This design comes from an exercise in tuning for small area on the open sky130 flow, not from production work.
RTL that was checked went through simulation tests only; none was proved equivalent to the original.
No functional check of the RTL was part of runs 1 and 7.
In runs 3 to 7 the design's own scripts or RTL, not TritonCTS, make the clock network.
No driver is modelled on the clock port, so clock power and skew are understated where the tree is cut down; a real chip needs a root buffer or a tree.
Power is estimated from default activity; no workload was simulated.

[design/flow/config.mk]
export PLATFORM = sky130hd
export DESIGN_NAME = dragonbridge_top
export DESIGN_NICKNAME = dragonbridge_top
export VERILOG_FILES = /design/flow/design.v
export SDC_FILE = /design/flow/constraint.sdc
export NUM_CORES = 4
export LEC_CHECK = 0
export CAP_MARGIN = 20
export CORE_MARGIN = 2
export CORE_UTILIZATION = 60
export PLACE_DENSITY = 0.75
export SLEW_MARGIN = 20
[design/flow/standard.sh]
#!/bin/bash
# synth_recipe.tcl (not shown) runs the flow's synth.tcl, then flattens the netlist and writes it again
# the make line also repeats each setting of config.mk as NAME=value (left out here)
make -C /OpenROAD-flow-scripts/flow DESIGN_CONFIG=/design/flow/config.mk WORK_HOME=/design/flow/orfs CLKGATE_MAP_FILE= SYNTH_SCRIPT=/design/flow/synth_recipe.tcl "${@:-finish}"
[design/flow/flow/run.sh]
#!/bin/bash
# Own layout flow. It runs the standard flow (standard.sh) with three changes:
#  - synthesis: synth_recipe.tcl unchanged, except that Yosys's final ABC technology
#    mapping uses the area-oriented script flow/area.abc instead of ORFS's speed script
#    (registers are mapped before ABC, so they are the standard synthesis's registers);
#  - port buffers: every input and output port still gets a buffer, but a buf_1;
#  - clock tree: TritonCTS without dummy loads, clkbuf_8 buffers.
# Each tool's full log stays in orfs/logs/...; make's own output goes to flow_make.log.
set -o pipefail
HERE=$(pwd)
export MY_ABC_SCRIPT=$HERE/flow/area.abc
cat > $HERE/my_synth.tcl <<EOT
proc abc {args} {
  set i [lsearch \$args -script]
  if {\$i >= 0} { lset args [expr {\$i+1}] \$::env(MY_ABC_SCRIPT) }
  yosys abc {*}\$args
}
EOT
cat $HERE/synth_recipe.tcl >> $HERE/my_synth.tcl
CTS="-sink_clustering_enable -repair_clock_nets -dont_use_dummy_load -buf_list {sky130_fd_sc_hd__clkbuf_4 sky130_fd_sc_hd__clkbuf_8} -sink_clustering_size 40 -sink_clustering_max_diameter 400"
bash standard.sh "SYNTH_SCRIPT=$HERE/my_synth.tcl" "BUFFER_PORTS_ARGS=-buffer_cell sky130_fd_sc_hd__buf_1" "CTS_ARGS=$CTS" finish > $HERE/flow_make.log 2>&1
[design/flow/flow/area.abc]
strash
ifraig
dc2
strash
dch -f
map -a
mfs2
strash
dc2
dch -f
map -a
mfs2
strash
dch -f
&get -n
&nf -R 1000 -p -a -F 8 -A 4
&put
topo
[design/flow/design.v]
`timescale 1ns / 1ps
module dragonbridge_top(
		input wire clk,
		input wire rst_n,
		output wire[2:0] led,
		input wire rxd,
		output wire txd,
		output wire cs_n,
		output wire sck,
		output wire mosi,
		input wire miso,
		input wire i2c_sda_i,
		output wire i2c_sda_o,
		output wire i2c_scl_o
	);
	reg rst_s;
	reg rst;
	always @(posedge clk)
	begin
		rst_s <= ~rst_n;
		rst <= rst_s;
	end
	localparam[4:0] S_IDLE    = 5'h00;
	localparam[4:0] A_TEST    = 5'h01;
	localparam[4:0] A_BAUDH   = 5'h02;
	localparam[4:0] A_SPISPD  = 5'h03;
	localparam[4:0] A_SPIMODE = 5'h04;
	localparam[4:0] A_CS      = 5'h05;
	localparam[4:0] A_SPIGET  = 5'h06;
	localparam[4:0] A_I2CH    = 5'h07;
	localparam[4:0] I_DLY2S   = 5'h08;	 
	localparam[4:0] I_DLY2P   = 5'h09;
	localparam[4:0] A_WRGET   = 5'h0A;
	localparam[4:0] I_DLY2R   = 5'h0B;
	localparam[4:0] A_HACK    = 5'h0C;
	localparam[4:0] S_DLY     = 5'h0D;	 
	localparam[4:0] A_BAUDL   = 5'h10;
	localparam[4:0] A_I2CL    = 5'h11;
	localparam[4:0] S_SRQ     = 5'h12;	 
	localparam[4:0] S_SGT     = 5'h13;	 
	localparam[4:0] S_TXST    = 5'h14;	 
	localparam[4:0] S_TXW     = 5'h15;	 
	localparam[4:0] S_RDY     = 5'h16;	 
	localparam[4:0] I_DLY1    = 5'h17;
	localparam[4:0] I_FLAG    = 5'h18;	 
	localparam[4:0] I_CLK     = 5'h19;	 
	localparam[4:0] I_ACT     = 5'h1A;	 
	reg[4:0] st;
	reg[1:0] op;	 
	reg[8:0] udiv;	 
	reg[7:0] sdiv;
	reg cpol;
	reg cpha;
	reg cs_r;
	reg[15:0] idiv;
	reg hack;
	reg rx_s;
	reg rx_act;
	reg[8:0] rx_tmr;
	reg[9:0] rx_fr;
	wire rx_time = (rx_tmr == udiv);
	wire rdy = ~rx_fr[0] & ~rx_act;
	wire[7:0] rb = rx_fr[8:1];
	always @(posedge clk)
	begin
		rx_s <= rxd;
		if(rst)
			rx_act <= 1'b0;
		else if(~rx_fr[0] & rx_act)
			rx_act <= 1'b0;
		else if(~rx_s)
			rx_act <= 1'b1;
		if(~rx_act)
			rx_tmr <= {1'b0, udiv[8:1]};
		else if(rx_time)
			rx_tmr <= 9'd0;
		else
			rx_tmr <= rx_tmr + 9'd1;
		if(rst | ~rx_act)
			rx_fr <= 10'h3FF;
		else if(rx_time)
			rx_fr <= {rx_s, rx_fr[9:1]};
	end
	reg[8:0] D;	 
	reg[8:0] T;	 
	reg[3:0] C;	 
	reg txd_r;
	reg ack;
	reg sck_r;
	reg mosi_r;
	reg scl_r;
	reg sda_r;
	reg[15:0] cnt;
	wire p1 = (cnt == 16'd0);
	wire p2 = (cnt == {1'b0, idiv[15:1]});
	wire clk_act = (st == I_CLK) | (st == I_ACT);
	wire t_udiv = (T == udiv);
	wire t_sdiv = (T[7:0] == sdiv);
	wire pulse = (T[7:0] == 8'd0);
	wire c15 = (C == 4'hF);
	wire spi_last = (st == S_SGT) & pulse & c15;
	wire i_p1h = p1 & scl_r;
	wire i_p1l = p1 & ~scl_r;
	assign led = {cs_n, txd, rxd};
	assign txd = txd_r;
	assign cs_n = cs_r;
	assign sck = sck_r;
	assign mosi = mosi_r;
	assign i2c_sda_o = sda_r;
	assign i2c_scl_o = scl_r;
	always @(posedge clk)
	begin
		if(rst)
			cnt <= 16'd0;
		else if(cnt == idiv)
			cnt <= 16'd0;
		else
			cnt <= cnt + 16'd1;
		if(rst)
			scl_r <= 1'b1;
		else if(clk_act & p2)
			scl_r <= ~scl_r;
		if(rst)
			sda_r <= 1'b1;
		else if(((st == I_FLAG) | (st == I_CLK)) & ~op[1] & i_p1l)
			sda_r <= ~op[0];
		else if((st == I_CLK) & i_p1h)
			sda_r <= op[0];
		else if((st == I_ACT) & i_p1l)
			sda_r <= D[8];
		if((st == I_ACT) & i_p1h & c15)
			ack <= i2c_sda_i;
		case(st)
			S_SRQ, S_SGT: T <= (spi_last | t_sdiv) ? 9'd0 : T + 9'd1;
			S_TXW: T <= t_udiv ? 9'd0 : T + 9'd1;
			default: T <= 9'd0;
		endcase
		if(st == S_SRQ)
			C <= 4'd0;
		else if(st == S_SGT)
		begin
			if(pulse)
				C <= C + 4'd1;
		end
		else if((st == I_FLAG) & op[1] & i_p1h)
			C <= 4'd6;
		else if((st == I_ACT) & i_p1l)
			C <= C + 4'd1;
		case(st)
			S_IDLE: if(rdy)
			begin
				if(rb[1])	 
					D <= {~hack, 8'hFF};
				else
					D <= {8'h80, ~ack};
			end
			A_TEST, A_SPIGET, A_WRGET, A_BAUDH: if(rdy) D <= {1'b1, rb};
			S_SGT: if(pulse & C[0]) D <= {D[7:0], miso};
			I_FLAG: if(op[1] & i_p1h) D <= {D[7:0], D[8]};
			I_ACT: if(i_p1h)
			begin
				if(c15)
					D[8] <= 1'b1;
				else if(C != 4'd6)
					D <= {D[7:0], i2c_sda_i};
			end
			S_TXST: D[8] <= 1'b1;
			S_TXW: if(t_udiv) D <= {1'b0, D[8:1]};
			default: ;
		endcase
		if(rst)
			txd_r <= 1'b1;
		else if(st == S_TXST)
			txd_r <= 1'b0;
		else if((st == S_TXW) & t_udiv)
			txd_r <= D[0] | (D == 9'd0);
		if(rst)
			st <= S_IDLE;
		else case(st)
			S_IDLE: if(rdy)
			begin
				op <= rb[1:0];
				st <= ((rb[7:4] == 4'h0) && (rb[3:1] != 3'b111)) ? {1'b0, rb[3:0]} : S_IDLE;
			end
			A_TEST: if(rdy) st <= S_TXST;
			A_BAUDH: if(rdy) st <= A_BAUDL;
			A_SPISPD, A_SPIMODE, A_CS, A_HACK, A_BAUDL, A_I2CL: if(rdy) st <= S_IDLE;
			A_SPIGET: if(rdy) st <= S_SRQ;
			A_I2CH: if(rdy) st <= A_I2CL;
			A_WRGET: if(rdy) st <= I_DLY1;
			I_DLY2S, I_DLY2P, I_DLY2R: st <= I_DLY1;
			S_DLY: st <= S_TXST;
			S_SRQ: st <= S_SGT;
			S_SGT: if(spi_last) st <= S_DLY;
			S_TXST: st <= S_TXW;
			S_TXW: if(t_udiv & (D == 9'd0)) st <= S_RDY;
			S_RDY: st <= S_IDLE;
			I_DLY1: st <= I_FLAG;
			I_FLAG: if(i_p1h) st <= op[1] ? I_ACT : I_CLK;
			I_CLK: if(i_p1h) st <= S_RDY;
			I_ACT: if(i_p1h & c15) st <= op[0] ? S_DLY : S_RDY;
			default: st <= S_IDLE;
		endcase
	end
	always @(posedge clk or posedge rst)
	begin
		if(rst)
		begin
			sck_r <= 1'b0;
			mosi_r <= 1'b0;
		end
		else
		begin
			if(st != S_SGT)
				sck_r <= cpol;
			else if(pulse)
				sck_r <= c15 ? cpol : ~sck_r;
			if((st == S_SRQ) & ~cpha)
				mosi_r <= D[7];
			else if((st == S_SGT) & pulse & ~c15)
			begin
				if(cpha & ~C[0])
					mosi_r <= D[7];
				else if(~cpha & C[0])
					mosi_r <= D[6];
			end
		end
	end
	always @(posedge clk or posedge rst)
	begin
		if(rst)
			cs_r <= 1'b0;
		else if(rdy & (st == A_CS))
			cs_r <= rb[0];
	end
	always @(posedge clk)
	begin
		if(rst)
		begin
			udiv <= 9'd433;
			sdiv <= 8'h00;
			cpol <= 1'b0;
			cpha <= 1'b0;
			idiv <= 16'h0000;
			hack <= 1'b0;
		end
		else if(rdy)
		begin
			case(st)
				A_BAUDL: udiv <= {D[0], rb};
				A_SPISPD: sdiv <= rb;
				A_SPIMODE:
				begin
					cpha <= rb[0];
					cpol <= rb[1];
				end
				A_I2CH: idiv[15:8] <= rb;
				A_I2CL: idiv[7:0] <= rb;
				A_HACK: hack <= rb[0];
				default: ;
			endcase
		end
	end
endmodule
[design/flow/constraint.sdc]
create_clock -name core_clock -period 10.0 [get_ports {clk}]
set_input_delay 2.0000 -clock core_clock [delete_from_list [all_inputs] [get_ports {clk}]]
set_output_delay 2.0000 -clock core_clock [all_outputs]
set_load 0.01 [all_outputs]
==> run notes, run 1 <==
status complete, no violations; Fin. Hold Viols 0; max cap viols 0; Tcrit/Tclk final between 40% and 50%; slowest CP cell buf_1; Avg Cell Area, Syn ~8.3 µm²; pre-CTS setup slack about 5.8 ns; PortBufs 13; fmax between 200 and 250 MHz; layout cells sized above 1 1.80%; root buffer cell clkbuf_8; Least-Margin Pin Slew ~1.1 ns; asr flop ratio synth 2.70%; Finished Cell Area about 5700 µm²; CP top delay family buffers and inverters; io pins 14; register area share after synthesis between 40% and 50%; worst r2r src st[4]; htree depth 3; Reg2Reg Capture Point D[0]; cell accounting for the most synthesized area dfxtp_1; detailed-placement wirelength estimate between 9000 and 10000 µm; Worst-Skew Late Latency 0.38 ns; total die area 9680 µm²; Post-synth EDFFs 12; vias in the first global route around 4600; WHS Path Cells 0; core area 8680 µm²; dpl cell area about 5500 µm²; Netlist cell types 45; Cell Chain, Critical Path buf_1 -> buf_1; WP data arrival 2.23 ns; Final Setup Violations 0; synthesis-stage register bit count about 110; Residual DRC 0; Die W roughly 98 µm; yosys warns 1; post-synth net total between 600 and 700; Slew HR just under 30%; cts repair resizes 0; post-synth top area share between 30% and 40%; Tot GR Track Use about 29%; crit end category output port; worst reg-to-reg path cell count 7; HP Class register to register; row count 34; final net count 679; final wirelength ~14000 µm; most frequent CP cell buf_1; initial antenna violation count 0; critical path buffer and inverter count 2; CP max stage delay 0.15 ns; clock skew 0.0203 ns; crit start category input pin; Wirelength per Cell 17.7 µm; first-pass GRT wire length ~22000 µm; total number of vias 5056; mapped cell area 5350 µm²; end of the worst hold path rst; worst vdd ir 128 µV; gpl congestion about 1.1; Max clock buf depth 2; Power, Total 0.944 mW; worst endpoint required time 8.00 ns; Post-Syn Instances between 600 and 700; DR iter-0 viols 358; Layout area overhead 5.76%; postcts setup bufs 0; Die Height roughly 98 µm; Area contributors post-synth dfxtp_1, nand2_1, edfxtp_1; fin crit period roughly 4.2 ns; Antenna diodes 0; hold buffer count at CTS 0; pwr dens 167 nW/µm²; drt pass-1 iters 5; Post-synth top flop dfxtp_1; grt total ovfl 0; DR vias/cell between 6 and 7; Slew Limit Fails 0; Critical Path Fanout Max 2; clock transition at the registers of the reported paths 0.10 ns; RSZ-0062 raised after global routing false; PnR worst setup slack roughly 5.8 ns; largest net degree at the start of global routing 41; total CTS buffers 9; Hold Startpoint rst_s; worst setup path class input pin to output port; CTS tree done; Leakage 2.03 nW; starting density of the core between 60% and 70%; setup TNS 0 ns; worst reg2reg setup slack about 6.6 ns; Post-DRT Antenna Nets 0; clk sinks around 110
-- kinds of logic after synthesis --
group           share of synthesized area, %
simple gates                            23.7
buf+inv                                 4.07
xor+xnor                                3.60
mux                                     2.46
compound gates                          20.4
flops                                   44.1
fa+ha+maj                               1.64
-- cell usage in the layout (no fill, tap or decap), types with 9 or more instances in the layout --
master	synthesis	final
edfxtp_1	12	12
nor2_1	38	38
o21ai_0	17	17
xnor2_1	9	9
clkbuf_8	0	9
xor2_1	13	13
a31oi_1	10	10
o22ai_1	21	21
a221oi_1	18	18
nor3_1	35	35
nor4_1	18	18
nand3_1	19	19
clkinv_1	52	52
a21oi_1	56	56
dfxtp_1	96	96
buf_1	0	13
nand2_1	113	113
and3_1	24	24
mux2i_1	12	12
-- flip-flops by register name, summed over array words and instances, names as in the netlist, 5 cells and up --
signal  cells
idiv       16
rx_tmr      9
sdiv        8
T           9
rx_fr      10
cnt        16
udiv        9
st          5
D           9
-- power breakdown --
part           leakage, nW  internal (mW)  switching (mW)
clock               0.0647         0.0812           0.135
sequential           0.914          0.495          0.0505
combinational         1.05         0.0654           0.116
-- cells in the mapped netlist, drive strengths merged (9+ instances only) --
cell type,number
nor3,35
nand2,113
edfxtp,12
xnor2,9
o21ai,17
mux2i,12
nand3,19
clkinv,52
nor2,38
nor4,18
a31oi,10
o22ai,21
and3,24
xor2,13
a221oi,18
dfxtp,96
a21oi,56
-- metrics by stage --
stage	util [%]	hold WS [ns]	std cells
final	65.1	0.336	773
after global routing	65.1	0.345	773
after CTS	65.1	0.340	773
after detailed placement	63.7	0.314	764
after global placement	63.7	0.315	764
after floorplan	-	0.310	643
-- metal layers --
layer | global-route usage, % | share of wire, % | routed length, µm | up-vias
met5 | 0 | 0 | 0 | -
met3 | 7.66 | 8.8 | 1200 | 26
met1 | 40.5 | 45 | 6200 | 2373
li1 | - | - | - | 2430
met4 | 8.11 | 1.5 | 203 | 0
met2 | 43.9 | 44 | 6090 | 227
-- worst register-to-register path, delay by kind of cell (launching register included) --
kind	cells	cell delay, ns
DFF	1	0.56
AOI/OAI and AO/OA	1	0.16
and+or+nand+nor	4	1.90
buffers and inverters	2	0.39
-- worst max path at each step --
stage	startpoint	to	cells after the start
after floorplan	rxd	led[0]	1
after global placement	rxd	led[0]	2
after detailed placement	rxd	led[0]	2
after CTS	rxd	led[0]	2
after global routing	rxd	led[0]	2
final	rxd	led[0]	2
-- cell type report --
type	count	area, µm²
Timing Repair Buffer	16	71.3
Multi-Input combinational cell	477	2770
Fill cell	784	3030
Sequential cell	111	2360
Inverter	52	195
Tap cell	108	135
Clock buffer	9	124
==> run 2: changes to the inputs <==
--- a/design/flow/design.v
+++ b/design/flow/design.v
@@ -46,5 +46,5 @@
 	localparam[4:0] I_CLK     = 5'h19;	 
-	localparam[4:0] I_ACT     = 5'h1A;	 
+	localparam[4:0] I_ACTW    = 5'h1A;	 
+	localparam[4:0] I_ACTR    = 5'h1B;	 
 	reg[4:0] st;
-	reg[1:0] op;	 
 	reg[8:0] udiv;	 
@@ -86,2 +86,4 @@
 	reg[3:0] C;	 
+	wire[1:0] op = C[1:0];
+	wire i_act = (st == I_ACTW) | (st == I_ACTR);
 	reg txd_r;
@@ -95,3 +97,3 @@
 	wire p2 = (cnt == {1'b0, idiv[15:1]});
-	wire clk_act = (st == I_CLK) | (st == I_ACT);
+	wire clk_act = (st == I_CLK) | i_act;
 	wire t_udiv = (T == udiv);
@@ -128,5 +130,5 @@
 			sda_r <= op[0];
-		else if((st == I_ACT) & i_p1l)
+		else if(i_act & i_p1l)
 			sda_r <= D[8];
-		if((st == I_ACT) & i_p1h & c15)
+		if(i_act & i_p1h & c15)
 			ack <= i2c_sda_i;
@@ -137,3 +139,5 @@
 		endcase
-		if(st == S_SRQ)
+		if(st == S_IDLE)
+			C <= {2'b00, rb[1:0]};
+		else if(st == S_SRQ)
 			C <= 4'd0;
@@ -146,3 +150,3 @@
 			C <= 4'd6;
-		else if((st == I_ACT) & i_p1l)
+		else if(i_act & i_p1l)
 			C <= C + 4'd1;
@@ -159,3 +163,3 @@
 			I_FLAG: if(op[1] & i_p1h) D <= {D[7:0], D[8]};
-			I_ACT: if(i_p1h)
+			I_ACTW, I_ACTR: if(i_p1h)
 			begin
@@ -181,3 +185,2 @@
 			begin
-				op <= rb[1:0];
 				st <= ((rb[7:4] == 4'h0) && (rb[3:1] != 3'b111)) ? {1'b0, rb[3:0]} : S_IDLE;
@@ -198,5 +201,6 @@
 			I_DLY1: st <= I_FLAG;
-			I_FLAG: if(i_p1h) st <= op[1] ? I_ACT : I_CLK;
+			I_FLAG: if(i_p1h) st <= op[1] ? (op[0] ? I_ACTR : I_ACTW) : I_CLK;
 			I_CLK: if(i_p1h) st <= S_RDY;
-			I_ACT: if(i_p1h & c15) st <= op[0] ? S_DLY : S_RDY;
+			I_ACTW: if(i_p1h & c15) st <= S_RDY;
+			I_ACTR: if(i_p1h & c15) st <= S_DLY;
 			default: st <= S_IDLE;
==> design/flow/flow/run.sh (replaced) <==
#!/bin/bash
# Own layout flow. It runs the standard flow (standard.sh) with three changes:
#  - synthesis: synth_recipe.tcl unchanged, except that Yosys's final ABC technology
#    mapping (after the registers are mapped, so the registers are the standard
#    synthesis's) is run with each of the area-oriented scripts flow/abc_*.script,
#    and the smallest result is kept;
#  - port buffers: every input and output port still gets a buffer, but a buf_1;
#  - clock tree: TritonCTS without dummy loads, clkbuf_8 buffers.
# Each tool's full log stays in orfs/logs/...; make's own output goes to flow_make.log.
set -o pipefail
HERE=$(pwd)
export MY_ABC_SCRIPTS="$(ls $HERE/flow/abc_*.script | tr '\n' ' ')"
cat > $HERE/my_synth.tcl <<'EOT'
proc abc {args} {
  set i [lsearch $args -script]
  if {$i < 0} { yosys abc {*}$args; return }
  set libargs ""
  foreach lib $::env(LIB_FILES) { append libargs "-liberty $lib " }
  yosys design -save pre_abc
  set besta 1e18
  set bestsc ""
  foreach sc $::env(MY_ABC_SCRIPTS) {
    yosys design -load pre_abc
    set a $args
    lset a [expr {$i+1}] $sc
    yosys abc {*}$a
    set txt [yosys tee -q -s result.string stat {*}$libargs]
    if {[regexp {Chip area for module[^:]*:\s*([0-9.]+)} $txt -> area]} {
      puts "MYABC $sc area $area"
      if {$area < $besta} { set besta $area; set bestsc $sc; yosys design -save best_abc }
    }
  }
  puts "MYABC best $bestsc $besta"
  yosys design -load best_abc
}
EOT
cat $HERE/synth_recipe.tcl >> $HERE/my_synth.tcl
CTS="-sink_clustering_enable -repair_clock_nets -dont_use_dummy_load -buf_list sky130_fd_sc_hd__clkbuf_8 -sink_clustering_size 40 -sink_clustering_max_diameter 400"
bash standard.sh "SYNTH_SCRIPT=$HERE/my_synth.tcl" "BUFFER_PORTS_ARGS=-buffer_cell sky130_fd_sc_hd__buf_1" "CTS_ARGS=$CTS" finish > $HERE/flow_make.log 2>&1
==> design/flow/flow/abc_0.script (new file) <==
strash
ifraig
dc2
strash
dch -f
map -a
mfs2
strash
dc2
dch -f
map -a
mfs2
strash
dch -f
&get -n
&nf -R 1000 -p -a -F 8 -A 4
&put
topo
==> design/flow/flow/abc_1.script (new file) <==
strash
&get -n
&deepsyn -T 40 -S 1
&put
dch -f
map -a
mfs2
strash
dc2
dch -f
map -a
mfs2
strash
dch -f
&get -n
&nf -R 1000 -p -a -F 8 -A 4
&put
topo
==> design/flow/flow/abc_2.script (new file) <==
strash
&get -n
&deepsyn -T 40 -S 2
&put
dch -f
map -a
mfs2
strash
dc2
dch -f
map -a
mfs2
strash
dch -f
&get -n
&nf -R 1000 -p -a -F 8 -A 4
&put
topo
==> design/flow/flow/abc_3.script (new file) <==
strash
&get -n
&deepsyn -T 40 -S 3
&put
dch -f
map -a
mfs2
strash
dc2
dch -f
map -a
mfs2
strash
dch -f
&get -n
&nf -R 1000 -p -a -F 8 -A 4
&put
topo
==> design/flow/flow/abc_4.script (new file) <==
strash
&get -n
&deepsyn -T 40 -S 4
&put
dch -f
map -a
mfs2
strash
dc2
dch -f
map -a
mfs2
strash
dch -f
&get -n
&nf -R 1000 -p -a -F 8 -A 4
&put
topo
==> design/flow/flow/abc_5.script (new file) <==
strash
&get -n
&deepsyn -T 40 -S 5
&put
dch -f
map -a
mfs2
strash
dc2
dch -f
map -a
mfs2
strash
dch -f
&get -n
&nf -R 1000 -p -a -F 8 -A 4
&put
topo
removed: design/flow/flow/area.abc
==> run 2 against run 1 <==
First-iteration DRC count increased by 2.5%. Non-clock buffer count decreased by 1. Setup slack got worse by 0.0011 ns. Still clean on timing, DRC and antenna. Routed wire length decreased by 2.5%. Clock skew increased by 0.013 ns. Register-to-register slack improved by 0.02 ns. Flip-flop and latch count decreased by 2. Via count decreased by 7.4%. Synthesized cell count decreased by 12%. Critical path depth unchanged. Largest cell class unchanged. Clock power about the same.
==> run notes, run 2 <==
status complete, no violations; total CTS buffers 9; final net count 600; worst setup path class input pin to output port; worst hold slack ~0.34 ns; Post-synth EDFFs 12; Avg Cell Area, Syn 9.07 µm²; crit end category output port; largest net degree at the start of global routing 19; crit start category input pin; commonest non-fill, non-tap cell in the layout dfxtp_1; fillcell total approximately 710; Netlist cell types 47; root buffer cell clkbuf_8; pre-CTS setup slack roughly 5.8 ns; combinational share of power under 10%; detailed-placement wirelength estimate around 9600 µm; Area contributors post-synth dfxtp_1, edfxtp_1, a22o_1; core area between 8000 and 9000 µm²; vias in the first global route around 4300; Switching Fraction 21.9%; Post-synth top cells dfxtp_1, clkinv_1, nor2_1, nand2_1, a21oi_1; most frequent CP cell buf_1; PortBufs 13; row count 33; most common cell in the synthesized netlist dfxtp_1; Least-Margin Pin Slew roughly 1.0 ns; Top Registers cnt (16), idiv (16), rx_fr (10); Worst-Skew Late Latency 0.37 ns; Slew HR 29.7%; Post-DRT Antenna Nets 0; Seq pwr share 66.2%; RSZ-0062 raised after global routing false; setup TNS 0 ns; cts repair resizes 0; cell accounting for the most synthesized area dfxtp_1; fin crit period approximately 4.2 ns; Wirelength per Cell between 15 and 20 µm; total die area 9290 µm²; yosys warns 1; total number of vias about 4700; final wirelength between 10000 and 15000 µm; CP top delay family buffers and inverters; Residual DRC 0; htree depth 3; Max clock buf depth 2; first-pass GRT wire length 21600 µm; slowest CP cell buf_1; DR iter-0 viols approximately 370; most frequent cells in the layout dfxtp_1, clkinv_1, nor2_1; CTS tree done; io pins 14; max cap viols 0; Tcrit/Tclk final a little over two fifths; clk sinks about 110; clock skew between 0.03 and 0.04 ns; gpl congestion between 1 and 1.5; CP max stage delay 0.15 ns; hold buffer count at CTS 0; register area share after synthesis between 40% and 50%; Antenna diodes 0; Post-Syn Instances about 570; layout cells sized above 1 between 2 and 2.5%; post-synth net total just under 600; Post-synth top flop dfxtp_1; HP Class register to register; Die Height 96.4 µm; post-synth top area share 36.7%; Die W 96.4 µm; Final Setup Violations 0; Cell Chain, Critical Path buf_1 -> buf_1; drt pass-1 iters 7; Layout area overhead 6.03%; critical path buffer and inverter count 2; Fin. Hold Viols 0; postcts setup bufs 0; WP data arrival about 2.2 ns; switching power about 0.15 mW; clock network fraction of total power a little under a third; Int Power about 0.53 mW; grt total ovfl 0; Power, Total 0.680 mW; asr flop ratio synth between 2 and 3%; Critical Path Fanout Max 2; worst endpoint required time about 8.0 ns; Slew Limit Fails 0; clock transition at the registers of the reported paths 0.08 ns; initial antenna violation count 0; mapped cell area 5120 µm²; worst vdd ir ~77 µV; synthesis-stage register bit count about 110; DR vias/cell between 6 and 7; fmax 236 MHz; pwr dens approximately 130 nW/µm²; utilization after layout roughly two thirds; Tot GR Track Use a little under a third; starting density of the core between 60 and 70%; Leakage 1.82 nW; PnR worst setup slack a little under 6 ns
-- run 2: cell types whose count changed after synthesis, moves of 6 or more --
cell and delta:
nand2_1 -75, a22o_1 +29, a21oi_1 -19, mux2i_1 -11, nor3_1 -11, clkinv_1 -10, o22a_1 +10, a211oi_1 +8
and3_1 -7, nand2b_1 +6
-- run 2: final cells by class --
class,instances,area [µm²],share of cell area (%)
sequential,109,2320,42.7
clock buffer,9,124,2.28
timing repair buffer,15,63.8,1.17
multi-input combinational,411,2640,48.6
inverter,42,158,2.90
tap,105,131,2.42
-- run 2: cells by family after synthesis --
kind of cell,share of synthesized area (%)
AO/OA/AOI/OAI,25.9
XOR/XNOR,4.62
adder cells (fa/ha/maj),1.71
buffers and inverters,3.52
flip-flops,45.2
multiplexers,0.635
AND/OR/NAND/NOR,18.4
-- run 2: path summary, 6_finish.rpt --
| path | start | to | slack (ns) | depth (start not counted) |
|---|---|---|---|---|
| max reg2reg | st[3] | D[1] | 6.62 | 9 |
| max | rxd | led[0] | 5.77 | 2 |
| max in group asynchronous | rst | mosi_r | 9.30 | 1 |
| min reg2reg | rst_s | rst | 0.34 | 0 |
| min in group asynchronous | rst | cs_r | 0.46 | 1 |
| min | rst_s | rst | 0.34 | 0 |
-- run 2: power by group through the flow --
| stage | registers (mW) | logic [mW] | clock network [mW] |
|---|---|---|---|
| finish | 0.450 | 0.0138 | 0.216 |
| global route | 0.451 | 0.0153 | 0.231 |
| global placement | 0.460 | 0.0132 | 0 |
| detailed placement | 0.460 | 0.0136 | 0 |
| floorplan | 0.459 | 0.0100 | 0 |
| CTS | 0.450 | 0.0138 | 0.216 |
-- run 2: routing by layer --
metal  part of all wire (%)  track usage (%)  vias up
li1                       -                -     2207
met2                     47             49.2      194
met4                    2.4             9.62        0
met3                    6.9             6.05       43
met1                     44             41.4     2239
met5                      0                0        -
-- run 2: per-stage QoR --
step | instances | instance area [µm²]
CTS | 691 | 5430
detailed placement | 682 | 5300
finish | 691 | 5430
global placement | 682 | 5300
global route | 691 | 5430
floorplan | 565 | 5120
-- run 2: worst register-to-register path, delay by kind of cell, from the launching register on --
kind,cells,cell delay (ns)
AND/OR/NAND/NOR,7,2.20
buffers and inverters,1,0.17
AO/OA/AOI/OAI,1,0.13
flip-flops,1,0.50
==> run 3: changes to the inputs <==
--- a/design/flow/flow/run.sh
+++ b/design/flow/flow/run.sh
@@ -7,3 +7,4 @@
 #  - port buffers: every input and output port still gets a buffer, but a buf_1;
-#  - clock tree: TritonCTS without dummy loads, clkbuf_8 buffers.
+#  - clock tree: built by flow/my_cts.tcl (the PRE_CTS_TCL hook) instead of TritonCTS:
+#    the clock port drives four clkbuf cells, each driving a quarter of the flip-flops.
 # Each tool's full log stays in orfs/logs/...; make's own output goes to flow_make.log.
@@ -38,2 +39,3 @@
 CTS="-sink_clustering_enable -repair_clock_nets -dont_use_dummy_load -buf_list sky130_fd_sc_hd__clkbuf_8 -sink_clustering_size 40 -sink_clustering_max_diameter 400"
-bash standard.sh "SYNTH_SCRIPT=$HERE/my_synth.tcl" "BUFFER_PORTS_ARGS=-buffer_cell sky130_fd_sc_hd__buf_1" "CTS_ARGS=$CTS" finish > $HERE/flow_make.log 2>&1
+export MY_CLK_BUF=sky130_fd_sc_hd__clkbuf_16 MY_CLK_NX=2 MY_CLK_NY=2
+bash standard.sh "SYNTH_SCRIPT=$HERE/my_synth.tcl" "PRE_CTS_TCL=$HERE/flow/my_cts.tcl" "BUFFER_PORTS_ARGS=-buffer_cell sky130_fd_sc_hd__buf_1" "CTS_ARGS=$CTS" finish > $HERE/flow_make.log 2>&1
==> design/flow/flow/my_cts.tcl (new file) <==
# PRE_CTS_TCL hook: a hand-built clock tree replaces TritonCTS. The clock port
# drives MY_CLK_NBUF buffers (MY_CLK_BUF cells); each drives the flip-flops of one
# region of the placement (the regions split the flip-flops evenly).
rename clock_tree_synthesis orig_clock_tree_synthesis
proc my_split {items axis n} {
  # split a list of {iterm x y} into n groups of nearly equal size along axis (1=x, 2=y)
  set s [lsort -integer -index $axis $items]
  set len [llength $s]
  set out {}
  for {set i 0} {$i < $n} {incr i} {
    set a [expr {($len * $i) / $n}]
    set b [expr {($len * ($i + 1)) / $n - 1}]
    lappend out [lrange $s $a $b]
  }
  return $out
}
proc clock_tree_synthesis {args} {
  puts "my_cts: hand-built clock tree instead of clock_tree_synthesis $args"
  set db [ord::get_db]
  set block [ord::get_db_block]
  set clknet [[lindex [$block getBTerms] [lsearch -exact [lmap b [$block getBTerms] {$b getName}] clk]] getNet]
  set sinks {}
  foreach it [$clknet getITerms] {
    set loc [[$it getInst] getLocation]
    lappend sinks [list $it [lindex $loc 0] [lindex $loc 1]]
  }
  puts "my_cts: [llength $sinks] sinks"
  set nx $::env(MY_CLK_NX)
  set ny $::env(MY_CLK_NY)
  set clusters {}
  foreach col [my_split $sinks 1 $nx] {
    foreach cl [my_split $col 2 $ny] { lappend clusters $cl }
  }
  set master [$db findMaster $::env(MY_CLK_BUF)]
  set k 0
  foreach cl $clusters {
    set sx 0; set sy 0
    foreach s $cl { incr sx [lindex $s 1]; incr sy [lindex $s 2] }
    set cx [expr {$sx / [llength $cl]}]
    set cy [expr {$sy / [llength $cl]}]
    set inst [odb::dbInst_create $block $master "clkbuf_hand_$k"]
    set net [odb::dbNet_create $block "clknet_hand_$k"]
    $net setSigType CLOCK
    [$inst findITerm A] connect $clknet
    [$inst findITerm X] connect $net
    foreach s $cl { set it [lindex $s 0]; $it disconnect; $it connect $net }
    $inst setLocation $cx $cy
    $inst setPlacementStatus PLACED
    puts "my_cts: buffer $k at $cx $cy drives [llength $cl] sinks"
    incr k
  }
  $clknet setSigType CLOCK
  set_propagated_clock [all_clocks]
}
removed: design/flow/flow/abc_2.script
removed: design/flow/flow/abc_3.script
removed: design/flow/flow/abc_4.script
removed: design/flow/flow/abc_5.script
==> run 3 against run 2 <==
Combinational power fell by 11%. Worst hold slack better by 0.010 ns. Setup slack worse by 0.0052 ns. Largest cell class unchanged.
==> run notes, run 3 <==
Post-synth EDFFs 12; PortBufs 13; crit start category input pin; fin crit period 4.24 ns; drt pass-1 iters 5; first-pass GRT wire length ~22000 µm; vias in the first global route 4291; post-synth net total between 500 and 600; Post-Syn Instances 587; Slew HR between 30% and 40%; synthesis-stage register bit count roughly 110; post-synthesis compound-gate area fraction 23.9%; critical path buffer and inverter count 2; Synth Area in XOR/XNOR around 3.6%; Area contributors post-synth dfxtp_1, edfxtp_1, nand2_1; layout cells sized above 1 less than 1%; commonest non-fill, non-tap cell in the layout dfxtp_1; Synth Area in Simple Gates roughly a fifth; HP Class register to register; Fin. Hold Viols 0; fillcell total approximately 720; synthesized-area fraction occupied by adder cells between 1.5 and 2%; Slew Limit Fails 0; Post-synth top flop dfxtp_1; starting density of the core a little over three fifths; core area between 8000 and 9000 µm²; Avg Cell Area, Syn 8.79 µm²; asr flop ratio synth approximately 2.8%; cts repair resizes 0; worst endpoint required time around 8 ns; row count 33; Cell Chain, Critical Path buf_1 -> buf_1; grt total ovfl 0; pwr dens roughly 120 nW/µm²; largest net degree at the start of global routing 29; DR iter-0 viols roughly 370; slowest CP cell buf_1; Leakage 1.82 nW; hold buffer count at CTS 0; fmax roughly 240 MHz; clock transition at the registers of the reported paths about 0.090 ns; most frequent CP cell buf_1; worst vdd ir 166 µV; post-synth top area share a little over a third; cell accounting for the most synthesized area dfxtp_1; mapped cell area 5160 µm²; gpl congestion around 0.99; PnR worst setup slack 5.76 ns; yosys warns 1; most frequent cells in the layout dfxtp_1, nand2_1, clkinv_1; combinational family with the most area after synthesis compound AO/OA/AOI/OAI gates; Tot GR Track Use a little over a quarter; most common cell in the synthesized netlist dfxtp_1; total die area 9360 µm²; pre-CTS setup slack around 5.8 ns; CP top delay family buffers and inverters; Critical Path Fanout Max 2; total number of vias between 4000 and 5000; utilization after layout approximately two thirds; RSZ-0062 raised after global routing false; register area share after synthesis ~45%; DR vias/cell approximately 6.6; Final Setup Violations 0; Die W ~97 µm; Antenna diodes 0; final net count 616; crit end category output port; Die Height 96.7 µm; initial antenna violation count 0; max cap viols 0; Power, Total about 0.64 mW; worst reg2reg setup slack approximately 7 ns; CP max stage delay 0.15 ns; WP data arrival 2.24 ns; Tcrit/Tclk final between 40% and 50%; Top Registers cnt (16), idiv (16), rx_fr (10); Wirelength per Cell 18.5 µm; Least-Margin Pin Slew 0.970 ns; final wirelength 13100 µm; mux share of post-synthesis cell area 0.800%; Layout area overhead 5.24%; Residual DRC 0; detailed-placement wirelength estimate 9400 µm; Netlist cell types 50; postcts setup bufs 0; io pins 14; Worst-Skew Late Latency between 0.15 and 0.2 ns; status complete, no violations; Post-synth top cells dfxtp_1, nand2_1, clkinv_1, nor2_1, a21oi_1; setup TNS 0 ns; Post-DRT Antenna Nets 0; worst setup path class input pin to output port; clock skew roughly 0.017 ns
## run 3: cell count changes after synthesis, sizes merged, moves of 5 or more
cell | previous run | this run
a22o | 29 | 20
a21oi | 37 | 42
nand2 | 38 | 57
a211oi | 11 | 3
o22a | 10 | 16
nand4 | 7 | 12
o21ai | 19 | 13
clkinv | 42 | 47
o22ai | 22 | 28
## run 3: cell type report
class / instances / area [µm²] / share of cell area [%]
multi-input cells: 428 / 2650 / 48.8
flip-flops and latches: 109 / 2320 / 42.7
inverters: 47 / 176 / 3.25
well taps: 105 / 131 / 2.42
plain buffers: 4 / 100 / 1.84
repair buffers: 14 / 56.3 / 1.04
## run 3: cells by family (layout without fill, tap and decap cells)
family | Yosys count | after routing
simple gates | 221 | 221
compound gates | 175 | 175
flops | 109 | 109
buf+inv | 50 | 65
xor+xnor | 21 | 21
fa+ha+maj | 7 | 7
mux | 4 | 4
## run 3: routing by layer
layer | vias to the layer above | share of wire [%] | GRT usage, %
li1 | 2267 | - | -
met1 | 2192 | 44 | 38.7
met2 | 195 | 47 | 44.2
met3 | 27 | 6.8 | 2.24
met4 | 0 | 2.5 | 7.80
met5 | - | 0 | 0
## run 3: final timing paths
| kind | end | depth (start not counted) | from |
|---|---|---|---|
| hold / removal | rst | 0 | rst_s |
| max in group asynchronous | mosi_r | 1 | rst |
| min in group asynchronous | sck_r | 1 | rst |
| setup / recovery | led[0] | 2 | rxd |
| setup reg to reg | D[4] | 5 | st[1] |
| hold reg to reg | rst | 0 | rst_s |
## run 3: where the power goes
part	switching, mW	total (mW)	internal (mW)	leakage, nW
Sequential	0.00577	0.450	0.444	0.902
Clock	0.108	0.182	0.0739	0.0493
Combinational	0.00787	0.0123	0.00439	0.872
## run 3: stage by stage
step	instances	hold WS (ns)	cell area (µm²)
after floorplan	587	0.252	5160
after global placement	703	0.314	5330
after detailed placement	703	0.331	5330
after CTS	707	0.353	5430
after global routing	707	0.357	5430
final	707	0.345	5430
==> run 4: changes to the inputs <==
--- a/design/flow/flow/run.sh
+++ b/design/flow/flow/run.sh
@@ -38,4 +38,3 @@
 cat $HERE/synth_recipe.tcl >> $HERE/my_synth.tcl
-CTS="-sink_clustering_enable -repair_clock_nets -dont_use_dummy_load -buf_list sky130_fd_sc_hd__clkbuf_8 -sink_clustering_size 40 -sink_clustering_max_diameter 400"
 export MY_CLK_BUF=sky130_fd_sc_hd__clkbuf_16 MY_CLK_NX=2 MY_CLK_NY=2
-bash standard.sh "SYNTH_SCRIPT=$HERE/my_synth.tcl" "PRE_CTS_TCL=$HERE/flow/my_cts.tcl" "BUFFER_PORTS_ARGS=-buffer_cell sky130_fd_sc_hd__buf_1" "CTS_ARGS=$CTS" finish > $HERE/flow_make.log 2>&1
+bash standard.sh "SYNTH_SCRIPT=$HERE/my_synth.tcl" "PRE_CTS_TCL=$HERE/flow/my_cts.tcl" "BUFFER_PORTS_ARGS=-buffer_cell sky130_fd_sc_hd__buf_1" finish > $HERE/flow_make.log 2>&1
==> design/flow/flow/abc_2.script (new file) <==
strash
&get -n
&deepsyn -T 40 -S 2
&put
dch -f
map -a
mfs2
strash
dc2
dch -f
map -a
mfs2
strash
dch -f
&get -n
&nf -R 1000 -p -a -F 8 -A 4
&put
topo
==> design/flow/flow/abc_3.script (new file) <==
strash
&get -n
&deepsyn -T 40 -S 3
&put
dch -f
map -a
mfs2
strash
dc2
dch -f
map -a
mfs2
strash
dch -f
&get -n
&nf -R 1000 -p -a -F 8 -A 4
&put
topo
==> design/flow/flow/abc_4.script (new file) <==
strash
&get -n
&deepsyn -T 40 -S 4
&put
dch -f
map -a
mfs2
strash
dc2
dch -f
map -a
mfs2
strash
dch -f
&get -n
&nf -R 1000 -p -a -F 8 -A 4
&put
topo
==> design/flow/flow/abc_5.script (new file) <==
strash
&get -n
&deepsyn -T 40 -S 5
&put
dch -f
map -a
mfs2
strash
dc2
dch -f
map -a
mfs2
strash
dch -f
&get -n
&nf -R 1000 -p -a -F 8 -A 4
&put
topo
==> design/flow/flow/abc_6.script (new file) <==
strash
&get -n
&deepsyn -T 40 -S 6
&put
dch -f
map -a
mfs2
strash
dc2
dch -f
map -a
mfs2
strash
dch -f
&get -n
&nf -R 1000 -p -a -F 8 -A 4
&put
topo
==> design/flow/flow/abc_7.script (new file) <==
strash
&get -n
&deepsyn -T 40 -S 7
&put
dch -f
map -a
mfs2
strash
dc2
dch -f
map -a
mfs2
strash
dch -f
&get -n
&nf -R 1000 -p -a -F 8 -A 4
&put
topo
==> design/flow/flow/abc_8.script (new file) <==
strash
&get -n
&deepsyn -T 40 -S 8
&put
dch -f
map -a
mfs2
strash
dc2
dch -f
map -a
mfs2
strash
dch -f
&get -n
&nf -R 1000 -p -a -F 8 -A 4
&put
topo
==> run 4 against run 3 <==
Fmax is 0.12% higher. Clock skew is 0.0024 ns lower. Clock power is 2% higher. Worst hold slack worse by 0.0032 ns. Design area is 0.39% lower. Sequential power hardly changed. Critical path type unchanged. Critical endpoint unchanged.
==> run notes, run 4 <==
worst reg2reg setup slack approximately 6.6 ns; stages on the worst setup path 2; fmax 236 MHz; cell accounting for the most synthesized area dfxtp_1; Least-Margin Pin Slew about 1.1 ns; Tcrit/Tclk final between 40% and 50%; Die W 96.4 µm; gpl congestion roughly 1.0; Antenna diodes 0; worst r2r src st[3]; grt total ovfl 0; Post-Syn Instances between 500 and 600; clock skew 0.0143 ns; Fin. Hold Viols 0; post-synth top area share around 37%; critical path buffer and inverter count 2; asr flop ratio synth roughly 2.8%; Slew Limit Fails 0; final net count slightly below 600; io pins 14; Worst-Skew Late Latency approximately 0.17 ns; Netlist cell types between 40 and 50; pwr dens around 120 nW/µm²; starting density of the core between 60% and 70%; synthesis-stage register bit count approximately 110; Residual DRC 0; fillcell total ~710; first-pass GRT wire length between 20000 and 25000 µm; total number of vias 4656; DR vias/cell between 6 and 7; Post-synth EDFFs 12; hold buffer count at CTS 0; utilization after layout between 60 and 70%; worst reg-to-reg path cell count 9; crit path to led[0]; fin crit period between 4 and 5 ns; worst vdd ir 87.2 µV; total die area 9290 µm²; post-synth net total 577; Area contributors post-synth dfxtp_1, edfxtp_1, a22o_1; status complete, no violations; clock transition at the registers of the reported paths roughly 0.11 ns; row count 33; Critical Path Fanout Max 2; HP Class register to register; Top Registers cnt (16), idiv (16), rx_fr (10); PortBufs 13; worst hold slack between 0.3 and 0.4 ns; vias in the first global route roughly 4200; most frequent cells in the layout dfxtp_1, clkinv_1, nor2_1; CP startpoint rxd; yosys warns 1; register area share after synthesis a little under half; WP data arrival roughly 2.2 ns; Slew HR between 20% and 30%; Die Height a little under 100 µm; Final Setup Violations 0; worst endpoint required time ~8.0 ns; detailed-placement wirelength estimate roughly 9600 µm; mapped cell area just over 5000 µm²; DR iter-0 viols 385; Post-DRT Antenna Nets 0; Wirelength per Cell between 15 and 20 µm; Leakage ~1.8 nW; cts repair resizes 0; Layout area overhead 5.57%; postcts setup bufs 0; most common cell in the synthesized netlist dfxtp_1; core area a little over 8000 µm²; Avg Cell Area, Syn between 9 and 10 µm²; crit start category input pin; largest net degree at the start of global routing 29; Reg area around 2300 µm²; crit end category output port; WHS Path Cells 0; max cap viols 0; most frequent CP cell buf_1; RSZ-0062 raised after global routing false; layout cells sized above 1 1.38%; CP top delay family buffers and inverters; Reg2Reg Capture Point D[6]; worst setup path class input pin to output port; initial antenna violation count 0; CP max stage delay approximately 0.15 ns; Cell Chain, Critical Path buf_1 -> buf_1; Post-synth top flop dfxtp_1; area occupied by multi-input gates 2640 µm²; Post-synth top cells dfxtp_1, clkinv_1, nor2_1, nand2_1, a21oi_1; slowest CP cell buf_1; final wirelength between 10000 and 15000 µm; Tot GR Track Use 29.1%; commonest non-fill, non-tap cell in the layout dfxtp_1; drt pass-1 iters 7; setup TNS 0 ns
-- run 4: final cells by class --
cell class                 count  area share (%)
buffer                         4            1.85
inverter                      42            2.91
multi-input combinational    411            48.8
sequential                   109            42.8
tap                          105            2.43
timing repair buffer          15            1.18
-- run 4: metrics by stage --
step	instance area, µm²	power (mW)	std cells	worst slack (ns)
after floorplan	5120	0.469	565	5.88
after global placement	5300	0.473	682	5.77
after detailed placement	5300	0.474	682	5.76
after CTS	5400	0.651	686	5.76
after global routing	5410	0.665	686	5.73
final	5410	0.651	686	5.77
-- run 4: worst min path at each step --
stage / start / end / slack (ns)
final: rst_s / rst / 0.34
after global routing: rst_s / rst / 0.35
after CTS: rst_s / rst / 0.34
after detailed placement: rst_s / rst / 0.32
after global placement: rst_s / rst / 0.32
after floorplan: rst / cs_r / 0.22
-- run 4: metal layers --
layer	global-route usage (%)	part of all wire (%)	vias to the layer above	wire, µm
met3	2.79	7.6	20	1010
met5	0	0	-	0
met2	49.3	47	208	6290
met1	40.7	44	2237	5870
li1	-	-	2191	-
met4	6.34	1.7	0	225
-- run 4: where the power goes --
part	switching, mW	internal [mW]
sequential	0.00591	0.444
clock	0.112	0.0742
combinational	0.00855	0.00533
total	0.127	0.524
-- run 4: cell families (layout without fill, tap and decap cells) --
| group | after synthesis | in the layout | synth area share, % |
|---|---|---|---|
| AO/OA/AOI/OAI | 187 | 187 | 25.9 |
| XOR/XNOR | 27 | 27 | 4.62 |
| adder cells (fa/ha/maj) | 7 | 7 | 1.71 |
| buffers and inverters | 45 | 61 | 3.52 |
| flip-flops | 109 | 109 | 45.2 |
| multiplexers | 3 | 3 | 0.635 |
| AND/OR/NAND/NOR | 187 | 187 | 18.4 |
==> run 5: changes to the inputs <==
--- a/design/flow/design.v
+++ b/design/flow/design.v
@@ -98,5 +98,5 @@
 	wire clk_act = (st == I_CLK) | i_act;
-	wire t_udiv = (T == udiv);
-	wire t_sdiv = (T[7:0] == sdiv);
-	wire pulse = (T[7:0] == 8'd0);
+	wire tz = (T == 9'd0);
+	wire pulse = tz;
+	wire t_udiv = tz;
 	wire c15 = (C == 4'hF);
@@ -135,4 +135,5 @@
 		case(st)
-			S_SRQ, S_SGT: T <= (spi_last | t_sdiv) ? 9'd0 : T + 9'd1;
-			S_TXW: T <= t_udiv ? 9'd0 : T + 9'd1;
+			S_SRQ, S_SGT: T <= spi_last ? 9'd0 : (tz ? {1'b0, sdiv} : T - 9'd1);
+			S_TXST: T <= udiv;
+			S_TXW: T <= tz ? udiv : T - 9'd1;
 			default: T <= 9'd0;
@@ -161,3 +162,3 @@
 			A_TEST, A_SPIGET, A_WRGET, A_BAUDH: if(rdy) D <= {1'b1, rb};
-			S_SGT: if(pulse & C[0]) D <= {D[7:0], miso};
+			S_SGT: if(pulse & C[0]) D[7:0] <= {D[6:0], miso};
 			I_FLAG: if(op[1] & i_p1h) D <= {D[7:0], D[8]};
@@ -170,3 +171,2 @@
 			end
-			S_TXST: D[8] <= 1'b1;
 			S_TXW: if(t_udiv) D <= {1'b0, D[8:1]};
==> run 5 against run 4 <==
Clock skew decreased by 0.0025 ns. Total power shrank 0.73%. Setup slack about the same. Flip-flop and latch count unchanged. Clock power hardly changed. First-iteration DRC count shrank 9.9%. Via count is 4.9% lower. Largest power group unchanged. Routed wire length shrank 3.6%. Critical path depth did not move. Still clean on timing, DRC and antenna. Largest cell class unchanged.
==> run notes, run 5 <==
status complete, no violations; most common cell in the synthesized netlist dfxtp_1; first-pass GRT wire length around 21000 µm; Post-synth top cells dfxtp_1, clkinv_1, nor2_1, nand2_1, nor3_1; total number of vias around 4400; cell accounting for the most synthesized area dfxtp_1; Tcrit/Tclk final between 40 and 50%; asr flop ratio synth ~2.8%; DR vias/cell 6.59; most frequent CP cell buf_1; crit start category input pin; worst endpoint required time approximately 8.0 ns; Residual DRC 0; worst vdd ir about 87 µV; largest net degree at the start of global routing 29; post-synth top area share ~37%; worst hold slack about 0.34 ns; hold buffer count at CTS 0; vias in the first global route 3987; DR iter-0 viols 347; Post-DRT Antenna Nets 0; fin crit period roughly 4.2 ns; grt total ovfl 0; synthesis-stage register bit count roughly 110; fillcell total around 700; worst setup path class input pin to output port; max cap viols 0; Tot GR Track Use approximately 29%; Netlist cell types 55; CP top delay family buffers and inverters; PnR worst setup slack just under 6 ns; Die Height ~96 µm; clock transition at the registers of the reported paths approximately 0.11 ns; final wirelength approximately 13000 µm; core area approximately 8000 µm²; Fin. Hold Viols 0; yosys warns 1; layout cells sized above 1 between 1.5 and 2%; gpl congestion approximately 0.95; final net count ~580; Wirelength per Cell ~19 µm; Leakage between 1.5 and 2 nW; starting density of the core about three fifths; setup TNS 0 ns; Post-synth EDFFs 12; Avg Cell Area, Syn approximately 9.1 µm²; io pins 14; Finished Cell Area around 5300 µm²; Final Setup Violations 0; pwr dens ~120 nW/µm²; Antenna diodes 0; Critical Path Fanout Max 2; post-synth net total approximately 560; total die area 9120 µm²; clock skew 0.0118 ns; Post-synth top flop dfxtp_1; CP max stage delay 0.15 ns; Layout area overhead 5.80%; register area share after synthesis between 40% and 50%; Final Non-Filler Cells approximately 670; cts repair resizes 0; slowest CP cell buf_1; Worst-Skew Late Latency 0.17 ns; Area contributors post-synth dfxtp_1, edfxtp_1, a22o_1; critical path buffer and inverter count 2; drt pass-1 iters 5; Least-Margin Pin Slew approximately 1 ns; postcts setup bufs 0; PortBufs 13; commonest non-fill, non-tap cell in the layout dfxtp_1; crit end category output port; initial antenna violation count 0; Top Registers cnt (16), idiv (16), rx_fr (10); placed instance count roughly 670; row count 33; Slew HR approximately a third; WP data arrival roughly 2.2 ns; RSZ-0062 raised after global routing false; mapped cell area approximately 5000 µm²; Post-Syn Instances 550; Slew Limit Fails 0; pre-CTS setup slack between 5 and 6 ns; fmax roughly 240 MHz; Die W roughly 96 µm; most frequent cells in the layout dfxtp_1, clkinv_1, nor2_1; Cell Chain, Critical Path buf_1 -> buf_1; HP Class register to register; detailed-placement wirelength estimate roughly 9500 µm; dpl cell area about 5200 µm²
run 5: changes by cell type in the layout (fill, tap and decap cells not counted), sizes merged, moves of 5 or more:
cell	delta
nand2	-5
nor3	+5
a211oi	-6
a21oi	-10
a222oi	-5
a221o	+7
run 5: stage by stage:
| stage | utilization, % | power, mW |
|---|---|---|
| CTS | 65.0 | 0.648 |
| global route | 65.0 | 0.666 |
| detailed placement | 63.7 | 0.472 |
| floorplan | - | 0.467 |
| finish | 65.0 | 0.646 |
| global placement | 63.7 | 0.471 |
run 5: cell type report:
cell class                 instances  area, µm²  share of cell area [%]
multi-input combinational        392       2520                    47.5
sequential                       109       2320                    43.6
inverter                          46        173                    3.25
tap                              105        131                    2.47
buffer                             4        100                    1.88
timing repair buffer              16       71.3                    1.34
run 5: where the power goes:
group	switching (mW)	leakage [nW]	internal, mW	total, mW
registers	0.00540	0.904	0.444	0.449
logic	0.00786	0.929	0.00504	0.0129
clock network	0.110	0.0493	0.0740	0.184
run 5: cells by family (layout without fill, tap and decap cells):
| group | Yosys count | in the layout | share of synthesized area (%) |
|---|---|---|---|
| buf+inv | 49 | 66 | 3.88 |
| fa+ha+maj | 8 | 8 | 1.99 |
| compound gates | 170 | 170 | 24.5 |
| simple gates | 187 | 187 | 18.7 |
| flops | 109 | 109 | 46.1 |
| mux | 5 | 5 | 1.02 |
| xor+xnor | 22 | 22 | 3.83 |
run 5: worst paths after layout:
path | start | endpoint | slack [ns] | depth (start not counted)
max in group asynchronous | rst | cs_r | 9.34 | 1
min reg2reg | rst_s | rst | 0.34 | 0
max reg2reg | st[2] | D[4] | 6.24 | 12
max | rxd | led[0] | 5.77 | 2
min in group asynchronous | rst | mosi_r | 0.43 | 1
min | rst_s | rst | 0.34 | 0
run 5: routing by layer:
metal / wire length, µm / vias to the layer above / GRT usage, %
met5: 0 / - / 0
met4: 295 / 0 / 5.83
met3: 862 / 25 / 2.21
met2: 5890 / 207 / 46.7
met1: 5860 / 2064 / 41.6
li1: - / 2132 / -
==> run 6: changes to the inputs <==
--- a/design/flow/design.v
+++ b/design/flow/design.v
@@ -134,8 +134,6 @@
 			ack <= i2c_sda_i;
-		case(st)
-			S_SRQ, S_SGT: T <= spi_last ? 9'd0 : (tz ? {1'b0, sdiv} : T - 9'd1);
-			S_TXST: T <= udiv;
-			S_TXW: T <= tz ? udiv : T - 9'd1;
-			default: T <= 9'd0;
-		endcase
+		if((st == S_SRQ) | (st == S_TXST) | tz)
+			T <= ((st == S_SRQ) | (st == S_SGT)) ? {1'b0, sdiv} : udiv;
+		else
+			T <= T - 9'd1;
 		if(st == S_IDLE)
==> run 6 against run 5 <==
Largest power group unchanged. First-iteration DRC count up 22%. Register-to-register slack better by 0.23 ns. Still clean on timing, DRC and antenna. Synthesized area down 0.75%. Flip-flop and latch count unchanged. Via count up 1.2%.
==> run notes, run 6 <==
status complete, no violations; HP Class register to register; pre-CTS setup slack 5.75 ns; cts repair resizes 0; Least-Margin Pin Slew around 1.1 ns; core area 8130 µm²; critical path buffer and inverter count 2; clock transition at the registers of the reported paths approximately 0.10 ns; asr flop ratio synth under 10%; crit end category output port; Tcrit/Tclk final around 42%; Fin. Hold Viols 0; worst endpoint required time 8.00 ns; pwr dens approximately 140 nW/µm²; vias in the first global route ~4100; Worst-Skew Late Latency about 0.17 ns; total die area 9060 µm²; synthesis-stage register bit count roughly 110; WP data arrival around 2.2 ns; starting density of the core ~60%; drt pass-1 iters 8; Netlist cell types between 50 and 60; CP max stage delay 0.15 ns; Post-DRT Antenna Nets 0; utilization after layout between 60% and 70%; mapped cell area approximately 5000 µm²; first-pass GRT wire length 20800 µm; Slew HR about 29%; yosys warns 1; Post-synth top flop dfxtp_1; layout cells sized above 1 0.887%; io pins 14; Slew Limit Fails 0; Antenna diodes 0; most frequent CP cell buf_1; setup TNS 0 ns; DR iter-0 viols ~430; final wirelength ~13000 µm; PortBufs 13; cell accounting for the most synthesized area dfxtp_1; detailed-placement wirelength estimate 9250 µm; Die W around 95 µm; Die Height roughly 95 µm; worst reg2reg setup slack 6.47 ns; DR vias/cell approximately 6.7; hold buffer count at CTS 0; Post-Syn Instances ~550; Area contributors post-synth dfxtp_1, edfxtp_1, a22o_1; initial antenna violation count 0; Leakage 1.82 nW; postcts setup bufs 0; worst setup path class input pin to output port; max cap viols 0; clock skew around 0.012 ns; row count 33; CP top delay family buffers and inverters; crit start category input pin; slowest CP cell buf_1; Final Setup Violations 0; Post-synth top cells dfxtp_1, clkinv_1, nand2_1, a21oi_1, nor2_1; Avg Cell Area, Syn slightly above 9 µm²; post-synth top area share 37.7%; largest net degree at the start of global routing 29; Wirelength per Cell 19.1 µm; fin crit period approximately 4.2 ns; register area share after synthesis between 40% and 50%; fmax between 200 and 250 MHz; Cell Chain, Critical Path buf_1 -> buf_1; Top Registers cnt (16), idiv (16), rx_fr (10); commonest non-fill, non-tap cell in the layout dfxtp_1; post-synth net total 560; total number of vias between 4000 and 5000; Post-synth EDFFs 12; worst vdd ir between 80 and 90 µV; Critical Path Fanout Max 2; most frequent cells in the layout dfxtp_1, clkinv_1, nand2_1; Tot GR Track Use ~28%; grt total ovfl 0; PnR worst setup slack about 5.8 ns; final net count ~580; gpl congestion between 0.9 and 1; most common cell in the synthesized netlist dfxtp_1; RSZ-0062 raised after global routing false; Residual DRC 0; Layout area overhead 5.32%
run 6: cell count changes after synthesis, moves of 4 or more:
cell / previous run / this run
a22o_1: 28 / 32
a222oi_1: 1 / 6
a22oi_1: 10 / 3
a21oi_1: 27 / 41
a211oi_1: 5 / 0
a221oi_1: 11 / 15
nand2_1: 33 / 42
o21ai_0: 17 / 12
xnor2_1: 12 / 7
run 6: final timing paths:
path,startpoint,to,cells after the start
worst max-delay path,rxd,led[0],2
worst min-delay path,rst_s,rst,0
worst max register to register,T[0],D[3],11
worst min register to register,rst_s,rst,0
max in group asynchronous,rst,cs_r,1
min in group asynchronous,rst,mosi_r,1
run 6: power by group:
group          internal [mW]  switching, mW  total (mW)
Sequential             0.464         0.0207       0.484
Combinational         0.0353         0.0306      0.0659
Clock                 0.0740          0.110       0.184
Total                  0.573          0.161       0.734
run 6: cell families after synthesis:
logic type,synth area share [%]
simple gates,17.9
compound gates,25.8
flops,46.5
buf+inv,3.99
xor+xnor,2.81
mux,1.51
fa+ha+maj,1.51
run 6: through the flow:
stage / std cells / total power [mW] / hold slack (ns) / area [µm²]
after CTS: 669 / 0.737 / 0.349 / 5250
after detailed placement: 665 / 0.558 / 0.323 / 5150
after global routing: 669 / 0.763 / 0.351 / 5250
after floorplan: 549 / 0.543 / 0.205 / 4990
after global placement: 665 / 0.555 / 0.316 / 5150
final: 669 / 0.734 / 0.344 / 5250
run 6: area by class of cell:
class                      count  area, µm²
fill                         685       2880
multi-input combinational    390       2470
sequential                   109       2320
inverter                      47        176
tap                          105        131
buffer                         4        100
timing repair buffer          14       56.3
run 6: metal layers:
layer	track usage (%)	wire, µm	vias up
li1	-	-	2137
met1	41.6	5790	2100
met2	45.2	5700	210
met3	2.13	939	36
met4	6.88	348	0
met5	0	0	-
==> run 7: changes to the inputs <==
--- a/design/flow/design.v
+++ b/design/flow/design.v
@@ -217,4 +217,4 @@
 				sck_r <= cpol;
-			else if(pulse)
-				sck_r <= c15 ? cpol : ~sck_r;
+			else if(pulse)	 
+				sck_r <= ~sck_r;
 			if((st == S_SRQ) & ~cpha)
--- a/design/flow/flow/run.sh
+++ b/design/flow/flow/run.sh
@@ -38,3 +38,3 @@
 cat $HERE/synth_recipe.tcl >> $HERE/my_synth.tcl
-export MY_CLK_BUF=sky130_fd_sc_hd__clkbuf_16 MY_CLK_NX=2 MY_CLK_NY=2
+export MY_CLK_BUF=sky130_fd_sc_hd__buf_12 MY_CLK_NX=2 MY_CLK_NY=2
 bash standard.sh "SYNTH_SCRIPT=$HERE/my_synth.tcl" "PRE_CTS_TCL=$HERE/flow/my_cts.tcl" "BUFFER_PORTS_ARGS=-buffer_cell sky130_fd_sc_hd__buf_1" finish > $HERE/flow_make.log 2>&1
removed: design/flow/flow/abc_2.script
removed: design/flow/flow/abc_3.script
removed: design/flow/flow/abc_4.script
removed: design/flow/flow/abc_5.script
removed: design/flow/flow/abc_6.script
removed: design/flow/flow/abc_7.script
removed: design/flow/flow/abc_8.script
==> run 7 against run 6 <==
Still clean. Critical path depth is the same. Highest routed layer unchanged. Worst hold slack gained 0.011 ns. Global-route usage grew 0.68 points. Flip-flop and latch count is the same. Clock power shrank 7%.
==> run notes, run 7 <==
Slew Limit Fails 0; final wirelength approximately 13000 µm; Layout area overhead 4.92%; crit end category output port; hold buffer count at CTS 0; mux share of post-synthesis cell area under 10%; max cap viols 0; Post-synth top flop dfxtp_1; Antenna diodes 0; Fin. Hold Viols 0; Netlist cell types between 40 and 50; RSZ-0062 raised after global routing false; Synth Area in Simple Gates about 19%; fillcell total around 730; Leakage 1.81 nW; most frequent cells in the layout dfxtp_1, nor2_1, clkinv_1; Final Setup Violations 0; DR iter-0 viols between 400 and 500; Avg Cell Area, Syn approximately 9.0 µm²; largest net degree at the start of global routing 29; synthesis-stage register bit count about 110; postcts setup bufs 0; pwr dens roughly 120 nW/µm²; PnR worst setup slack approximately 5.7 ns; worst endpoint required time roughly 8.0 ns; drt pass-1 iters 5; Post-synth top cells dfxtp_1, nor2_1, clkinv_1, nand2_1, o22ai_1; worst setup path class input pin to output port; Cell Chain, Critical Path buf_1 -> buf_1; HP Class register to register; synthesized-area fraction occupied by adder cells about 1.5%; total number of vias roughly 4500; gpl congestion between 0.9 and 1; slowest CP cell buf_1; most crowded layer after global routing met2; Slew HR 45.3%; Synth Area in XOR/XNOR 3.16%; Tcrit/Tclk final approximately 43%; status complete, no violations; Post-Syn Instances around 550; Top Registers cnt (16), idiv (16), rx_fr (10); setup TNS 0 ns; fmax roughly 240 MHz; cts repair resizes 0; commonest non-fill, non-tap cell in the layout dfxtp_1; met3 usage approximately 1.9%; CP top delay family buffers and inverters; post-synth top area share ~38%; Die Height about 95 µm; GR Layer Usage met2 between 40% and 50%; initial antenna violation count 0; cell accounting for the most synthesized area dfxtp_1; mapped cell area approximately 5000 µm²; Area contributors post-synth dfxtp_1, edfxtp_1, a22o_1; detailed-placement wirelength estimate around 9400 µm; DR vias/cell about 6.8; Wirelength per Cell slightly below 20 µm; Residual DRC 0; Tot GR Track Use roughly 29%; Die W 95.2 µm; starting density of the core approximately three fifths; post-synth net total between 500 and 600; total die area between 9000 and 10000 µm²; post-synthesis compound-gate area fraction roughly 25%; vias in the first global route between 4000 and 5000; Post-synth EDFFs 12; io pins 14; clock transition at the registers of the reported paths 0.10 ns; most frequent CP cell buf_1; layout cells sized above 1 less than 1%; met1 usage in global routing between 40% and 50%; final net count a little under 600; Worst-Skew Late Latency approximately 0.14 ns; Least-Margin Pin Slew 0.812 ns; WP data arrival 2.25 ns; critical path buffer and inverter count 2; Reg area approximately 2300 µm²; Post-DRT Antenna Nets 0; pre-CTS setup slack around 5.7 ns; clock skew between 0.007 and 0.008 ns; asr flop ratio synth 2.75%; yosys warns 1; first-pass GRT wire length approximately 21000 µm; core area 8130 µm²; worst vdd ir between 100 and 150 µV; register area share after synthesis a little under half; CP max stage delay 0.16 ns; crit start category input pin; most common cell in the synthesized netlist dfxtp_1; grt total ovfl 0; fin crit period 4.25 ns; PortBufs 13; Critical Path Fanout Max 2; area occupied by multi-input gates 2490 µm²; row count 33; combinational family with the most area after synthesis compound AO/OA/AOI/OAI gates
[run 7: cell types whose count changed in the layout (fill, tap and decap cells not counted), sizes merged, moves of 7 or more]
cell,change
a21oi,-9
nand2,-7
o22ai,+9
o21ai,+7
nand2b,+8
nand3,+9
[run 7: area by class of cell]
class                           instances  area share (%)
Inverter                               42            3.01
Tap cell                              105            2.51
Sequential cell                       109            44.3
Buffer                                  4            1.53
Multi-Input combinational cell        399            47.6
Timing Repair Buffer                   14            1.08
[run 7: power by group]
group	switching (mW)	total (mW)	internal, mW
registers	0.00604	0.450	0.444
logic	0.00823	0.0130	0.00476
clock network	0.106	0.172	0.0653
total	0.121	0.634	0.514
[run 7: final timing paths]
kind | from | endpoint | slack [ns] | cells after the start
worst min-delay path | rst_s | rst | 0.35 | 0
max in group asynchronous | rst | sck_r | 9.21 | 1
worst max-delay path | rxd | led[0] | 5.75 | 2
worst min register to register | rst_s | rst | 0.35 | 0
min in group asynchronous | rst | cs_r | 0.51 | 1
worst max register to register | st[0] | D[1] | 6.63 | 9
[run 7: metal layers]
| layer | vias to the layer above | part of all wire (%) |
|---|---|---|
| met1 | 2184 | 45 |
| met5 | - | 0 |
| li1 | 2158 | - |
| met2 | 168 | 47 |
| met4 | 0 | 2.6 |
| met3 | 37 | 5.7 |
[run 7: cell families after synthesis]
group | count (synthesis)
buf+inv | 45
simple gates | 193
xor+xnor | 18
mux | 5
compound gates | 177
fa+ha+maj | 6
flops | 109
[run 7: metrics by stage]
| stage | power (mW) | util [%] | std cells | hold slack, ns | instance area, µm² |
|---|---|---|---|---|---|
| global placement | 0.472 | 63.4 | 669 | 0.318 | 5150 |
| detailed placement | 0.473 | 63.4 | 669 | 0.332 | 5150 |
| CTS | 0.638 | 64.3 | 673 | 0.360 | 5230 |
| floorplan | 0.468 | - | 553 | 0.215 | 4990 |
| global route | 0.651 | 64.3 | 673 | 0.365 | 5230 |
| finish | 0.634 | 64.3 | 673 | 0.355 | 5230 |

## re-timing with driven ports
How much do the figures lean on ideal ports? The routed layouts below were timed once more, with nothing changed but the port constraints.
Step 1, drivers: a clkbuf_16 drives clk and a buf_2 each remaining input, both assumed.
Step 2 moves the port delays by t, midway between the first and last clock arrival at a register: inputs arrive t later, outputs are due t later. That takes back most of the time a late clock gives input paths.
Three values: ideal, step 1, step 2; two values: the first two.
run	t, ns	setup WS [ns]	hold slack, ns	latest minus earliest clock arrival (ns)	worst slew at a driven data input, ns
run 1	0.409	5.771 / 5.747 / 5.747	0.336 / 0.336 / 0.336	0.021 / 0.021	0.04
run 2	0.393	5.770 / 5.747 / 5.747	0.335 / 0.335 / 0.335	0.035 / 0.035	0.03
run 3	0.246	5.765 / 5.740 / 5.740	0.345 / 0.345 / 0.345	0.017 / 0.017	0.03
run 4	0.251	5.770 / 5.747 / 5.747	0.342 / 0.342 / 0.342	0.014 / 0.014	0.03
run 5	0.239	5.770 / 5.748 / 5.748	0.342 / 0.342 / 0.342	0.012 / 0.011	0.03
run 6	0.245	5.760 / 5.738 / 5.738	0.344 / 0.344 / 0.344	0.012 / 0.012	0.03
run 7	0.224	5.748 / 5.727 / 5.727	0.355 / 0.355 / 0.355	0.007 / 0.007	0.03
After both steps every run listed still meets setup and hold. The setup slack of run 3, which loses most, moves by -0.025 ns with the drivers and by -0.025 ns with both steps.
